Source: an optimization exercise on an open RTL-to-GDS flow (aim: small area). Production flows keep margins and buffers that such runs may drop. Where RTL was checked, it was by simulation tests only, not by an equivalence proof against the original. No activity file was given, so power comes from the tool's default toggle rates.

==> flow/design.v <==
module xtea_top(
    input clock, reset, cfg, start,
    input[127:0] data_i, key,
    output busy, ready,
    output[127:0] data_o
);
localparam [31:0] DELTA  = 32'h9E3779B9;
localparam [31:0] NDELTA = 32'h61C88647;
localparam [31:0] DSUM0  = 32'hC6EF3720;
reg busy_r, busyn_r, ready_r;
reg enc;
reg [4:0] t;
reg [6:0] P;
reg [127:0] R;       
reg [127:0] K;       
reg [1:0] c1, c2;    
reg [2:0] ck;        
reg [4:0] w;         
reg [1:0] V;         
assign busy = busy_r;
assign ready = ready_r;
assign data_o = R;
wire b  = busy_r;
wire bn = busyn_r;
wire pol = ~t[0];
wire last  = &t;
wire first = ~|t;
wire tge4  = t[4] | t[3] | t[2];
wire tle26 = ~(t[4] & t[3] & (t[2] | (t[1] & t[0])));
wire p65   = P[6] & P[0];
wire p66   = P[6] & P[1];
wire endp  = enc ? p66 : p65;
wire copy  = p65 | (enc ? p66 : ~|P);
wire fin   = P[6] & (P[1] | P[0] | ~enc);
wire [5:0] r = P[6:1];
wire r4  = ~r[5] & ~r[4] & ~r[3] &  r[2] & ~r[1] & ~r[0];
wire r8  = ~r[5] & ~r[4] &  r[3] & ~r[2] & ~r[1] & ~r[0];
wire r9  = ~r[5] & ~r[4] &  r[3] & ~r[2] & ~r[1] &  r[0];
wire r13 = ~r[5] & ~r[4] &  r[3] &  r[2] & ~r[1] &  r[0];
wire r18 = ~r[5] &  r[4] & ~r[3] & ~r[2] &  r[1] & ~r[0];
wire r22 = ~r[5] &  r[4] & ~r[3] &  r[2] &  r[1] & ~r[0];
wire r23 = ~r[5] &  r[4] & ~r[3] &  r[2] &  r[1] &  r[0];
wire r27 = ~r[5] &  r[4] &  r[3] & ~r[2] &  r[1] &  r[0];
wire vhold = r4 | r13 | r18 | r27 | (enc ? (r9 | r23) : (r8 | r22));
wire [1:0] sela = {r[1] ^ (r[0] & ~enc), r[0]};
wire [1:0] sel  = (P[0] ^ enc) ? V : sela;
wire kbit = sel[1] ? (sel[0] ? K[96] : K[64]) : (sel[0] ? K[32] : K[0]);
wire ktrue = kbit ^ pol;
wire d0   = enc ? DELTA[t] : NDELTA[t];
wire cbit = ~enc & DSUM0[t];
wire [2:0] ckin = ck & {3{~first}};
wire a0 = (r[0] & d0) | (r[5] & w[4]);
wire a1 = r[1] & w[0];
wire a2 = r[2] & w[1];
wire a3 = r[3] & w[2];
wire a4 = r[4] & w[3];
wire s1 = a0 ^ a1 ^ a2,       q1 = (a0 & a1) | (a0 & a2) | (a1 & a2);
wire s2 = a3 ^ a4 ^ cbit,     q2 = (a3 & a4) | (a3 & cbit) | (a4 & cbit);
wire s3 = ktrue ^ ckin[0] ^ s1, q3 = (ktrue & ckin[0]) | (ktrue & s1) | (ckin[0] & s1);
wire kk = s2 ^ s3;
wire q4 = s2 & s3;
wire u1 = q1 ^ q2 ^ q3,       v1 = (q1 & q2) | (q1 & q3) | (q2 & q3);
wire n0 = q4 ^ ckin[1] ^ u1,  v2 = (q4 & ckin[1]) | (q4 & u1) | (ckin[1] & u1);
wire n1 = v1 ^ v2 ^ ckin[2],  n2 = (v1 & v2) | (v1 & ckin[2]) | (v2 & ckin[2]);
wire sub = ~enc;
wire [1:0] xn;
wire [1:0] c1n, c2n;
genvar gj;
generate
    for (gj = 0; gj < 2; gj = gj + 1) begin : g_blk
        wire X   = R[64*gj + 0]  ^ pol;
        wire Yt  = R[64*gj + 32] ^ pol;
        wire Yp5 = R[64*gj + 37] ^ pol;
        wire Ym4 = R[64*gj + 28] ^ pol;
        wire f   = (Ym4 & tge4) ^ (Yp5 & tle26);
        wire c1i = c1[gj] & ~first;
        wire m   = f ^ Yt ^ c1i;
        assign c1n[gj] = (f & Yt) | (f & c1i) | (Yt & c1i);
        wire z   = (m ^ kk) & ~copy;
        wire zz  = z ^ sub;
        wire c2i = first ? sub : c2[gj];
        wire xv  = X ^ zz ^ c2i;
        assign c2n[gj] = (X & zz) | (X & c2i) | (zz & c2i);
        assign xn[gj] = xv ^ t[0] ^ fin;
    end
endgenerate
always @(posedge clock, posedge reset) begin
    if (reset) begin
        busy_r  <= 1'b0;
        busyn_r <= 1'b1;
        ready_r <= 1'b0;
    end else begin
        busy_r  <= b ? ~ready_r : start;
        busyn_r <= b ? ready_r : ~start;
        ready_r <= b & ~ready_r & last & endp;
    end
end
wire [127:0] Kn = {K[96], K[127:97], K[64], K[95:65], K[32], K[63:33], K[0], K[31:1]};
wire [127:0] Rn = {1'b0, R[127:65], 1'b0, R[63:1]};
wire [127:0] Rl = ~((Rn | {128{bn}}) & (data_i | {128{b}}));
always @(posedge clock) begin
    K <= ~((Kn | {128{bn}}) & (key | {128{b}}));
    R[62:0]   <= Rl[62:0];
    R[126:64] <= Rl[126:64];
    R[63]  <= b ? xn[0] : ~data_i[63];
    R[127] <= b ? xn[1] : ~data_i[127];
    if (!b) begin
        enc <= cfg;
        V   <= {~cfg, 1'b0};
        {P, t} <= {6'd0, cfg, 5'd0};
    end else begin
        {P, t} <= {P, t} + 12'd1;
        if (last & P[0] & ~vhold)
            V <= {V[1] ^ V[0] ^ enc, ~V[0]};
    end
    c1 <= c1n;
    c2 <= c2n;
    ck <= {n2, n1, n0};
    w  <= {w[3:0], d0} & {5{~last}};
end
endmodule
==> flow/config.mk <==
export PLATFORM = sky130hd
export DESIGN_NAME = xtea_top
export DESIGN_NICKNAME = xtea_top
export VERILOG_FILES = /design/flow/design.v
export SDC_FILE = /design/flow/constraint.sdc
export NUM_CORES = 4
export LEC_CHECK = 0
export ABC_AREA = 1
export CAP_MARGIN = 20
export CORE_MARGIN = 2
export CORE_UTILIZATION = 40
export SLEW_MARGIN = 20
==> flow/constraint.sdc <==
create_clock -name core_clock -period 10.0 [get_ports {clock}]
set_input_delay 2.0000 -clock core_clock [delete_from_list [all_inputs] [get_ports {clock}]]
set_output_delay 2.0000 -clock core_clock [all_outputs]
set_load 0.01 [all_outputs]
standard.sh (not shown) runs the stock make flow with config.mk's settings and CLKGATE_MAP_FILE= SYNTH_SCRIPT=/design/flow/synth_recipe.tcl, a recipe that flattens the netlist after the stock synthesis.
==> flow/flow/run.sh <==
#!/bin/bash
# Standard ORFS layout (the standard.sh, standard synthesis unchanged) with
# smaller port buffers and a lighter clock tree.
set -euo pipefail
export BUFFER_PORTS_ARGS="-buffer_cell sky130_fd_sc_hd__buf_1"
export CTS_ARGS="-sink_clustering_enable -repair_clock_nets -dont_use_dummy_load -buf_list sky130_fd_sc_hd__clkbuf_4 -root_buf sky130_fd_sc_hd__clkbuf_4 -sink_clustering_size 10 -sink_clustering_max_diameter 50"
bash standard.sh > standard.log 2>&1
The starting point finished with timing, DRC and antenna clean.
==> next run, changes <==
==> flow/flow/run.sh (replaced) <==
#!/bin/bash
# Standard ORFS layout (the standard.sh, standard synthesis unchanged) with
# smaller port buffers and a lighter clock tree.
set -euo pipefail
export BUFFER_PORTS_ARGS="-buffer_cell sky130_fd_sc_hd__buf_1"
export CTS_ARGS="-sink_clustering_enable -repair_clock_nets -dont_use_dummy_load -buf_list sky130_fd_sc_hd__clkbuf_4 -root_buf sky130_fd_sc_hd__clkbuf_4 -sink_clustering_size 8 -sink_clustering_max_diameter 50"
bash standard.sh > standard.log 2>&1
ABC_AREA = default   (was 1)
Global-route usage grows by 0.53 points.
Worst setup slack gets worse by 0.24 ns.
Wire length grows by 1.2%.
Register-to-register slack gets worse by 0.24 ns.
Sequential power shrinks by 38%.
==> next run, changes <==
==> flow/flow/run.sh (replaced) <==
#!/bin/bash
# Standard ORFS layout (the standard.sh, standard synthesis unchanged) with
# smaller port buffers and a lighter clock tree.
set -euo pipefail
export BUFFER_PORTS_ARGS="-buffer_cell sky130_fd_sc_hd__buf_1"
export CTS_ARGS="-sink_clustering_enable -repair_clock_nets -dont_use_dummy_load -buf_list sky130_fd_sc_hd__clkbuf_4 -root_buf sky130_fd_sc_hd__clkbuf_4 -sink_clustering_size 10 -sink_clustering_max_diameter 50"
bash standard.sh > standard.log 2>&1
After rerunning:
- count of clock-buffer cells in the layout fell by 6
- setup slack got worse by 0.054 ns
- via count fell by 0.97%
- area after synthesis is unchanged
- routed wire length fell by 0.37%
- global-route usage barely changes
- flip-flop and latch count is unchanged
- die area is unchanged
==> next run, changes <==
==> flow/flow/run.sh (replaced) <==
#!/bin/bash
# Standard ORFS layout (the standard.sh, standard synthesis unchanged) with
# smaller port buffers and a lighter clock tree.
set -euo pipefail
export BUFFER_PORTS_ARGS="-buffer_cell sky130_fd_sc_hd__buf_1"
export CTS_ARGS="-sink_clustering_enable -repair_clock_nets -dont_use_dummy_load -buf_list sky130_fd_sc_hd__clkbuf_8 -root_buf sky130_fd_sc_hd__clkbuf_8 -sink_clustering_size 16 -sink_clustering_max_diameter 60"
bash standard.sh > standard.log 2>&1
What happened: The changed run finished clean; design area is higher by 0.51%; total power rises by 2.8%; sequential power barely changes.
Function was not checked in any run of this note: the RTL went through the layout flow alone.

xtea_top, a different RTL version from the one above (not shown whole).
Size in the first run: ~800 cells after synthesis, roughly 9000 sq um of cells after synthesis.
clock: 10.0 ns
lec_check: 0
cap_margin: 20
core_margin: 2
core_utilization: 65
place_density: 0.75
slew_margin: 20
==> flow/flow/run.sh <==
#!/bin/bash
# Standard ORFS layout (the standard.sh, standard synthesis unchanged) with
# smaller port buffers and a lighter clock tree.
set -euo pipefail
export BUFFER_PORTS_ARGS="-buffer_cell sky130_fd_sc_hd__buf_1"
export CTS_ARGS="-sink_clustering_enable -repair_clock_nets -dont_use_dummy_load -buf_list sky130_fd_sc_hd__clkbuf_4 -root_buf sky130_fd_sc_hd__clkbuf_4 -sink_clustering_size 8 -sink_clustering_max_diameter 50"
bash standard.sh > standard.log 2>&1
==> next run, changes <==
==> flow/flow/run.sh (replaced) <==
#!/bin/bash
# Standard ORFS layout (the standard.sh, standard synthesis unchanged) with
# smaller port buffers and a lighter clock tree.
set -euo pipefail
export BUFFER_PORTS_ARGS="-buffer_cell sky130_fd_sc_hd__buf_1"
export CTS_ARGS="-sink_clustering_enable -repair_clock_nets -dont_use_dummy_load -buf_list sky130_fd_sc_hd__clkbuf_4 -root_buf sky130_fd_sc_hd__clkbuf_4 -sink_clustering_size 9 -sink_clustering_max_diameter 50"
bash standard.sh > standard.log 2>&1
- CORE_UTILIZATION: 65 -> 70
- PLACE_DENSITY: 0.75 -> 0.8
=> Hold slack improves by 0.011 ns; design area drops by 0.40%; critical path depth does not change.

== zinc ==
Starting RTL as in the previous note.
Settings: LEC_CHECK=0, CAP_MARGIN=20, CORE_MARGIN=2, CORE_UTILIZATION=65, PLACE_DENSITY=0.75, SLEW_MARGIN=20; clock period 10.0 ns.
==> flow/flow/run.sh <==
#!/bin/bash
# Standard ORFS layout (the standard.sh, standard synthesis unchanged) with
# smaller port buffers and a lighter clock tree.
set -euo pipefail
export BUFFER_PORTS_ARGS="-buffer_cell sky130_fd_sc_hd__buf_1"
export CTS_ARGS="-sink_clustering_enable -repair_clock_nets -dont_use_dummy_load -buf_list sky130_fd_sc_hd__clkbuf_4 -root_buf sky130_fd_sc_hd__clkbuf_4 -sink_clustering_size 10 -sink_clustering_max_diameter 50"
bash standard.sh > standard.log 2>&1
zinc: done, clean on timing, DRC and antenna
diff inputs: zinc => ember
==> flow/flow/run.sh <==
#!/bin/bash
# Standard ORFS layout (the standard.sh, standard synthesis unchanged) with
# smaller port buffers and a lighter clock tree.
set -euo pipefail
export BUFFER_PORTS_ARGS="-buffer_cell sky130_fd_sc_hd__buf_1"
export CTS_ARGS="-sink_clustering_enable -repair_clock_nets -dont_use_dummy_load -buf_list sky130_fd_sc_hd__clkbuf_4 -root_buf sky130_fd_sc_hd__clkbuf_4 -sink_clustering_size 8 -sink_clustering_max_diameter 50"
bash standard.sh > standard.log 2>&1
diff --git a/flow/config.mk b/flow/config.mk
--- a/flow/config.mk
+++ b/flow/config.mk
@@ -9,4 +9,3 @@
 export CORE_MARGIN = 2
-export CORE_UTILIZATION = 65
-export PLACE_DENSITY = 0.75
+export CORE_UTILIZATION = 40
 export SLEW_MARGIN = 20
## What came out
On power per unit of standard cell area, zinc and ember are basically level. Taking ember over zinc, the final cell count without fillers ratio works out to 1.08. For the fraction of standard cell area that is sequential, ember came in 1.0 points lower than zinc did. ember closes out successfully: all stages finished, all timing, DRC and antenna checks passed. ember ends up with lower initial standard-cell utilization of the core than zinc does.
The following lists how tundra was set up differently from ember:
==> flow/flow/run.sh <==
#!/bin/bash
# Standard ORFS layout (the standard.sh, standard synthesis unchanged) with
# smaller port buffers and a lighter clock tree.
set -euo pipefail
export BUFFER_PORTS_ARGS="-buffer_cell sky130_fd_sc_hd__buf_1"
export CTS_ARGS="-sink_clustering_enable -repair_clock_nets -dont_use_dummy_load -buf_list sky130_fd_sc_hd__clkbuf_4 -root_buf sky130_fd_sc_hd__clkbuf_4 -sink_clustering_size 9 -sink_clustering_max_diameter 50"
bash standard.sh > standard.log 2>&1
diff --git a/flow/config.mk b/flow/config.mk
--- a/flow/config.mk
+++ b/flow/config.mk
@@ -9,3 +9,4 @@
 export CORE_MARGIN = 2
-export CORE_UTILIZATION = 40
+export CORE_UTILIZATION = 65
+export PLACE_DENSITY = 0.75
 export SLEW_MARGIN = 20
Findings:
tundra reached the final stage; the timing, design-rule and antenna checks on its layout passed. [tundra vs ember] final cell count: lower in tundra. Final layout net count: ember vs tundra — no meaningful difference. Compared with ember, tundra shows a routed wire length that is 220 um lower. Re slew at the pin with the worst max-slew slack: ember was higher than tundra. Power, tundra and ember: higher on ember. Between tundra and ember, it is tundra whose layout overhead on the synthesized area is lower, by 2.0 points. tundra vs. ember: cell row count went down by 22%. When tundra is set beside ember, its smallest setup slack after layout turns out to be 0.031 ns larger. Taking ember as the reference point, the global-route wire length before repair of tundra falls by about 4.7%. Looking at leakage power figure across tundra and ember, the one that comes out higher is ember.
What sierra does differently from tundra at the input level:
diff --git a/flow/config.mk b/flow/config.mk
--- a/flow/config.mk
+++ b/flow/config.mk
@@ -7,2 +7,3 @@
 export LEC_CHECK = 0
+export ABC_AREA = 1
 export CAP_MARGIN = 20
==> comparison <==
Looking at the reports, sierra completed the entire flow and the layout it produced met the timing, design-rule and antenna checks.
Measured against each other, tundra and sierra differ in setup slack, the lower figure coming from tundra.
Diff tundra -> sierra | fmax | up slightly
Cell count of the worst reg-to-reg path, tundra and sierra: smaller value in tundra
Comparing tundra and sierra, the higher average size of a mapped cell was measured on tundra.
Minimum clock period: sierra vs tundra down 0.062 ns
Summary of sierra over tundra: global-route usage went down 0.26 points; signed area change from the synthesized netlist to the final layout level; final cycle utilization of the critical path now sits lower; combinational power shows an increase of 48%; areal power density over the cells picked up an extra 21%.

-- afterwards: timing with drivers on the ports --
Ports are ideal in the flow. The routed layouts listed here were re-timed in OpenROAD.
Step 1 sets driving cells, clkbuf_16 on the clock port and buf_2 on the other inputs (assumed; they add their load-dependent delay and slew).
Step 2 adds t to the input delays and takes it off the output delays; t is the mean of the earliest and latest rising clock arrival at the registers after step 1. Input paths then give back, and output paths get back, about the clock's delay inside the block.
a / b / c = no drivers / after step 1 / after step 2; a / b = the first two.
run	t (ns)	setup slack, ns	latest minus earliest clock arrival (ns)	worst data-port slew with drivers (ns)
the first run of note 1	0.656	5.407 / 5.407 / 5.407	0.102 / 0.102	0.07
the second run of note 1	0.664	5.166 / 5.166 / 5.166	0.075 / 0.075	0.11
the third run of note 1	0.644	5.113 / 5.113 / 5.113	0.076 / 0.076	0.11
the fourth run of note 1	0.575	5.143 / 5.143 / 5.143	0.060 / 0.060	0.11
the first run of note 2	0.643	5.161 / 5.161 / 5.161	0.065 / 0.065	0.09
the second run of note 2	0.632	5.166 / 5.166 / 5.166	0.052 / 0.052	0.08
zinc	0.639	5.142 / 5.142 / 5.142	0.083 / 0.083	0.08
ember	0.655	5.097 / 5.097 / 5.097	0.063 / 0.064	0.10
tundra	0.635	5.127 / 5.127 / 5.127	0.050 / 0.050	0.09
sierra	0.639	5.190 / 5.190 / 5.190	0.068 / 0.068	0.10
After both steps setup and hold are still met in every run listed.
